From an optimization exercise on the open Yosys and OpenROAD flow, aimed at small area, a short achievable clock period and few clock cycles per item; shortcuts taken in it are not production practice. Function was checked by simulation only, so behaviour that the tests miss may differ from the original.

==> flow/design.v <==
`timescale 1ns/1ns
module shapipe(
    input wire [0:511] message,
    input wire clk,
    input wire reset,
    output wire ready,
    output wire [255:0] hashvalue);
    localparam [31:0] H0 = 32'h6a09e667, H1 = 32'hbb67ae85,
                      H2 = 32'h3c6ef372, H3 = 32'ha54ff53a,
                      H4 = 32'h510e527f, H5 = 32'h9b05688c,
                      H6 = 32'h1f83d9ab, H7 = 32'h5be0cd19;
    function [31:0] ror(input [31:0] x, input integer n);
        ror = (x >> n) | (x << (32 - n));
    endfunction
    function [31:0] bs0(input [31:0] x);    
        bs0 = ror(x, 2) ^ ror(x, 13) ^ ror(x, 22);
    endfunction
    function [31:0] bs1(input [31:0] x);    
        bs1 = ror(x, 6) ^ ror(x, 11) ^ ror(x, 25);
    endfunction
    function [31:0] ss0(input [31:0] x);    
        ss0 = ror(x, 7) ^ ror(x, 18) ^ (x >> 3);
    endfunction
    function [31:0] ss1(input [31:0] x);    
        ss1 = ror(x, 17) ^ ror(x, 19) ^ (x >> 10);
    endfunction
    function [31:0] ch(input [31:0] x, input [31:0] y, input [31:0] z);
        ch = (x & y) ^ (~x & z);
    endfunction
    function [31:0] maj(input [31:0] x, input [31:0] y, input [31:0] z);
        maj = (x & y) | (x & z) | (y & z);
    endfunction
    function [31:0] kc(input [5:0] i);
        case (i)
        6'd00: kc = 32'h428a2f98; 6'd01: kc = 32'h71374491; 6'd02: kc = 32'hb5c0fbcf; 6'd03: kc = 32'he9b5dba5;
        6'd04: kc = 32'h3956c25b; 6'd05: kc = 32'h59f111f1; 6'd06: kc = 32'h923f82a4; 6'd07: kc = 32'hab1c5ed5;
        6'd08: kc = 32'hd807aa98; 6'd09: kc = 32'h12835b01; 6'd10: kc = 32'h243185be; 6'd11: kc = 32'h550c7dc3;
        6'd12: kc = 32'h72be5d74; 6'd13: kc = 32'h80deb1fe; 6'd14: kc = 32'h9bdc06a7; 6'd15: kc = 32'hc19bf174;
        6'd16: kc = 32'he49b69c1; 6'd17: kc = 32'hefbe4786; 6'd18: kc = 32'h0fc19dc6; 6'd19: kc = 32'h240ca1cc;
        6'd20: kc = 32'h2de92c6f; 6'd21: kc = 32'h4a7484aa; 6'd22: kc = 32'h5cb0a9dc; 6'd23: kc = 32'h76f988da;
        6'd24: kc = 32'h983e5152; 6'd25: kc = 32'ha831c66d; 6'd26: kc = 32'hb00327c8; 6'd27: kc = 32'hbf597fc7;
        6'd28: kc = 32'hc6e00bf3; 6'd29: kc = 32'hd5a79147; 6'd30: kc = 32'h06ca6351; 6'd31: kc = 32'h14292967;
        6'd32: kc = 32'h27b70a85; 6'd33: kc = 32'h2e1b2138; 6'd34: kc = 32'h4d2c6dfc; 6'd35: kc = 32'h53380d13;
        6'd36: kc = 32'h650a7354; 6'd37: kc = 32'h766a0abb; 6'd38: kc = 32'h81c2c92e; 6'd39: kc = 32'h92722c85;
        6'd40: kc = 32'ha2bfe8a1; 6'd41: kc = 32'ha81a664b; 6'd42: kc = 32'hc24b8b70; 6'd43: kc = 32'hc76c51a3;
        6'd44: kc = 32'hd192e819; 6'd45: kc = 32'hd6990624; 6'd46: kc = 32'hf40e3585; 6'd47: kc = 32'h106aa070;
        6'd48: kc = 32'h19a4c116; 6'd49: kc = 32'h1e376c08; 6'd50: kc = 32'h2748774c; 6'd51: kc = 32'h34b0bcb5;
        6'd52: kc = 32'h391c0cb3; 6'd53: kc = 32'h4ed8aa4a; 6'd54: kc = 32'h5b9cca4f; 6'd55: kc = 32'h682e6ff3;
        6'd56: kc = 32'h748f82ee; 6'd57: kc = 32'h78a5636f; 6'd58: kc = 32'h84c87814; 6'd59: kc = 32'h8cc70208;
        6'd60: kc = 32'h90befffa; 6'd61: kc = 32'ha4506ceb; 6'd62: kc = 32'hbef9a3f7; default: kc = 32'hc67178f2;
        endcase
    endfunction
    function [31:0] kn(input [5:0] t);
        case (t)
        6'd62: kn = 32'hc67178f2 + H0;
        6'd63: kn = H7;
        default: kn = kc(t + 6'd1);
        endcase
    endfunction
    function [31:0] knx(input [5:0] t);
        case (t)
        6'd61: knx = 32'hc67178f2 + H0;
        6'd62: knx = H7;
        default: knx = kc(t + 6'd2);
        endcase
    endfunction
    localparam [31:0] T1C = H7 + bs1(H4) + ch(H4, H5, H6) + 32'h428a2f98;
    localparam [31:0] CA  = T1C + bs0(H0) + maj(H0, H1, H2);
    localparam [31:0] CE  = T1C + H3;
    localparam [31:0] CK1 = H6 + 32'h71374491;
    reg  [6:0]  t;                  
    reg  [31:0] a, b, c, d, e, f, g, hk, kq;
    reg  [31:0] w [0:15];
    wire        run  = ~t[6];
    reg         last, pen;          
    wire [31:0] s1e = bs1(e);
    wire [31:0] che = ch(e, f, g);
    wire [31:0] s0a = bs0(a);
    wire [31:0] mja = maj(a, b, c);
    wire [31:0] x1 = hk ^ s1e ^ che;
    wire [31:0] y1 = {maj(hk, s1e, che), 1'b0} ;
    wire [31:0] x2 = x1 ^ y1 ^ s0a;
    wire [31:0] y2 = {maj(x1, y1, s0a), 1'b0};
    wire [31:0] x3 = x2 ^ y2 ^ mja;
    wire [31:0] y3 = {maj(x2, y2, mja), 1'b0};
    wire [31:0] xe = x1 ^ y1 ^ d;
    wire [31:0] ye = {maj(x1, y1, d), 1'b0};
    wire [31:0] anew = x3 + y3;
    wire [31:0] enew = xe + ye;
    wire [31:0] wt   = last ? 32'd0 : w[2];
    wire [31:0] xh   = g ^ kq ^ wt;
    wire [31:0] yh   = {maj(g, kq, wt), 1'b0};
    wire [31:0] hkn  = xh + yh;
    wire [31:0] s0w  = ss0(~w[1]);
    wire [31:0] xw   = ~w[9] ^ s0w ^ w[0];
    wire [31:0] yw   = {maj(~w[9], s0w, w[0]), 1'b0};
    wire [31:0] s1w  = ss1(w[14]);
    wire [31:0] xw2  = xw ^ yw ^ s1w;
    wire [31:0] yw2  = {maj(xw, yw, s1w), 1'b0};
    wire [31:0] wnew = xw2 + yw2;
    wire [31:0] dadd = pen ? H4 - H0 : (last ? H3 : 32'd0);
    always @(posedge clk) begin
        pen  <= ~reset & (t == 7'd61);
        last <= ~reset & (t == 7'd62);
        kq   <= reset ? kc(6'd2) : knx(t[5:0]);
    end
    integer i;
    always @(posedge clk) begin
        if (reset) begin
            t  <= 7'd1;
            a  <= CA + message[0:31];
            b  <= H0;
            c  <= H1;
            d  <= H2;
            e  <= CE + message[0:31];
            f  <= H4;
            g  <= H5;
            hk <= CK1 + message[32:63];
        end else if (run) begin
            t  <= t + 7'd1;
            a  <= anew;
            e  <= enew;
            hk <= hkn;
            d  <= c + dadd;
            if (last) begin
                b <= a + H1;
                c <= b + H2;
                f <= e + H5;
                g <= f + H6;
            end else begin
                b <= a;
                c <= b;
                f <= e;
                g <= f;
            end
        end
    end
    always @(posedge clk) begin
        if (reset) begin
            for (i = 0; i < 16; i = i + 1)
                w[i] <= (i % 2) ? ~message[32*i +: 32] : message[32*i +: 32];
        end else begin
            for (i = 0; i < 15; i = i + 1)
                w[i] <= ~w[i+1];
            w[15] <= ~wnew;
        end
    end
    assign ready = t[6];
    assign hashvalue = {a, b, c, d, e, f, g, hk};
endmodule
==> flow/config.mk <==
export PLATFORM = sky130hd
export DESIGN_NAME = shapipe
export DESIGN_NICKNAME = shapipe
export VERILOG_FILES = /design/flow/design.v
export SDC_FILE = /design/flow/constraint.sdc
export NUM_CORES = 4
export LEC_CHECK = 0
export ABC_CLOCK_PERIOD_IN_PS = 4000
export CAP_MARGIN = 20
export CORE_MARGIN = 2
export CORE_UTILIZATION = 55
export CTS_CLUSTER_DIAMETER = 100
export CTS_CLUSTER_SIZE = 25
export PLACE_DENSITY = 0.65
export SLEW_MARGIN = 20
export TNS_END_PERCENT = 25
==> flow/constraint.sdc <==
create_clock -name core_clock -period 11.0 [get_ports {clk}]
set_input_delay 2.2000 -clock core_clock [delete_from_list [all_inputs] [get_ports {clk}]]
set_output_delay 2.2000 -clock core_clock [all_outputs]
set_load 0.01 [all_outputs]
standard.sh (not shown) runs the stock make flow with config.mk's settings and CLKGATE_MAP_FILE= SYNTH_SCRIPT=/design/flow/synth_recipe.tcl, a recipe that flattens the netlist after the stock synthesis.
==> flow/flow/run.sh <==
#!/bin/bash
set -euo pipefail
export BUFFER_PORTS_ARGS="-buffer_cell sky130_fd_sc_hd__buf_1"
export SETUP_SLACK_MARGIN=6
bash standard.sh > make_finish.log 2>&1
The baseline passed the timing, design-rule and antenna checks.
Testbench counts at the start, summed over its fixed seeds: cycles 20,800, items 320.
==> next run, changes <==
==> flow/flow/run.sh (replaced) <==
#!/bin/bash
set -euo pipefail
export BUFFER_PORTS_ARGS="-buffer_cell sky130_fd_sc_hd__buf_1"
export SETUP_SLACK_MARGIN=5.5
bash standard.sh > make_finish.log 2>&1
TNS_END_PERCENT = 100   (was 25)
Outcome: The changed run ran to the end with no violations; core utilization drops by 0.77 points; synthesized area does not change; global-route usage went down by 0.14 points; setup slack loses 300 ps; register-to-register slack got worse by 300 ps; cell area decreases by 1.2%; routed wire length shrinks by 0.87%; die area is unchanged.
==> next run, changes <==
==> flow/flow/run.sh (replaced) <==
#!/bin/bash
set -euo pipefail
export BUFFER_PORTS_ARGS="-buffer_cell sky130_fd_sc_hd__buf_1"
export SETUP_SLACK_MARGIN=6
bash standard.sh > make_finish.log 2>&1
Effect: Die area is unchanged; sequential share of layout area is lower by 0.42 points; global-route usage rises by 0.14 points; wire length increases slightly.
==> next run, changes <==
==> flow/flow/run.sh (replaced) <==
#!/bin/bash
set -euo pipefail
export BUFFER_PORTS_ARGS="-buffer_cell sky130_fd_sc_hd__buf_1"
export SETUP_SLACK_MARGIN=7
bash standard.sh > make_finish.log 2>&1
CTS_CLUSTER_DIAMETER = default   (was 100)
CTS_CLUSTER_SIZE = default   (was 25)
After rerunning: Non-clock buffer count goes up by 82; global-route usage goes up by 2.1 points; setup slack improved by 140 ps.
==> next run, changes <==
==> flow/flow/run.sh (replaced) <==
#!/bin/bash
set -euo pipefail
export BUFFER_PORTS_ARGS="-buffer_cell sky130_fd_sc_hd__buf_1"
export SETUP_SLACK_MARGIN=6
bash standard.sh > make_finish.log 2>&1
Worst setup slack got worse by 94 ps.
Via count decreases by 3.5%.
Final area decreases by 4.5%.
Routed wire length decreases by 4.5%.
Global-route usage decreases by 1.4 points.
==> next run, changes <==
CTS_CLUSTER_DIAMETER = 100   (was default)
CTS_CLUSTER_SIZE = 25   (was default)
TNS_END_PERCENT = 50   (was 100)
After rerunning:
- routed wire length came out lower by 0.95%
- cell area came out lower by about 2.7%
- hold slack gets better by 15 ps
- worst setup slack gets worse by 4.8 ps
- via count came out lower by about 0.65%

==> separate check: timing with driven ports <==
The results above use ideal ports. As a check the final layouts listed here were re-extracted and re-timed, cells and wires unchanged.
Step 1 (the two cells are an assumption about what drives the block):
set clk [get_ports {clk}]
set_driving_cell -lib_cell sky130_fd_sc_hd__clkbuf_16 $clk
set_driving_cell -lib_cell sky130_fd_sc_hd__buf_2 [delete_from_list [all_inputs] $clk]
Step 2, shift: input delay + t, output delay - t, t = (earliest + latest rising clock arrival at the registers) / 2. This alone moves slack from input paths to output paths.
a / b / c = ideal / step 1 / step 2; a / b = the first two.
| run | shift t [ns] | setup WS [ns] | worst setup path at the end | pins driven straight from the clock port |
|---|---|---|---|---|
| the first run | 0.712 | 5.957 / 5.957 / 5.477 | input to register | 1 |
| the second run | 0.716 | 5.660 / 5.660 / 5.469 | input to register | 1 |
| the third run | 0.714 | 5.957 / 5.957 / 5.443 | input to register | 1 |
| the fourth run | 0.760 | 6.095 / 6.095 / 5.821 | input to register | 1 |
| the fifth run | 0.751 | 6.001 / 6.001 / 5.481 | input to register | 1 |
| the sixth run | 0.714 | 5.997 / 5.997 / 5.476 | input to register | 1 |
After both steps every run listed still meets setup and hold. The setup slack of the sixth run, which loses most, moves by 0.000 ns with the drivers and by -0.521 ns with both steps.
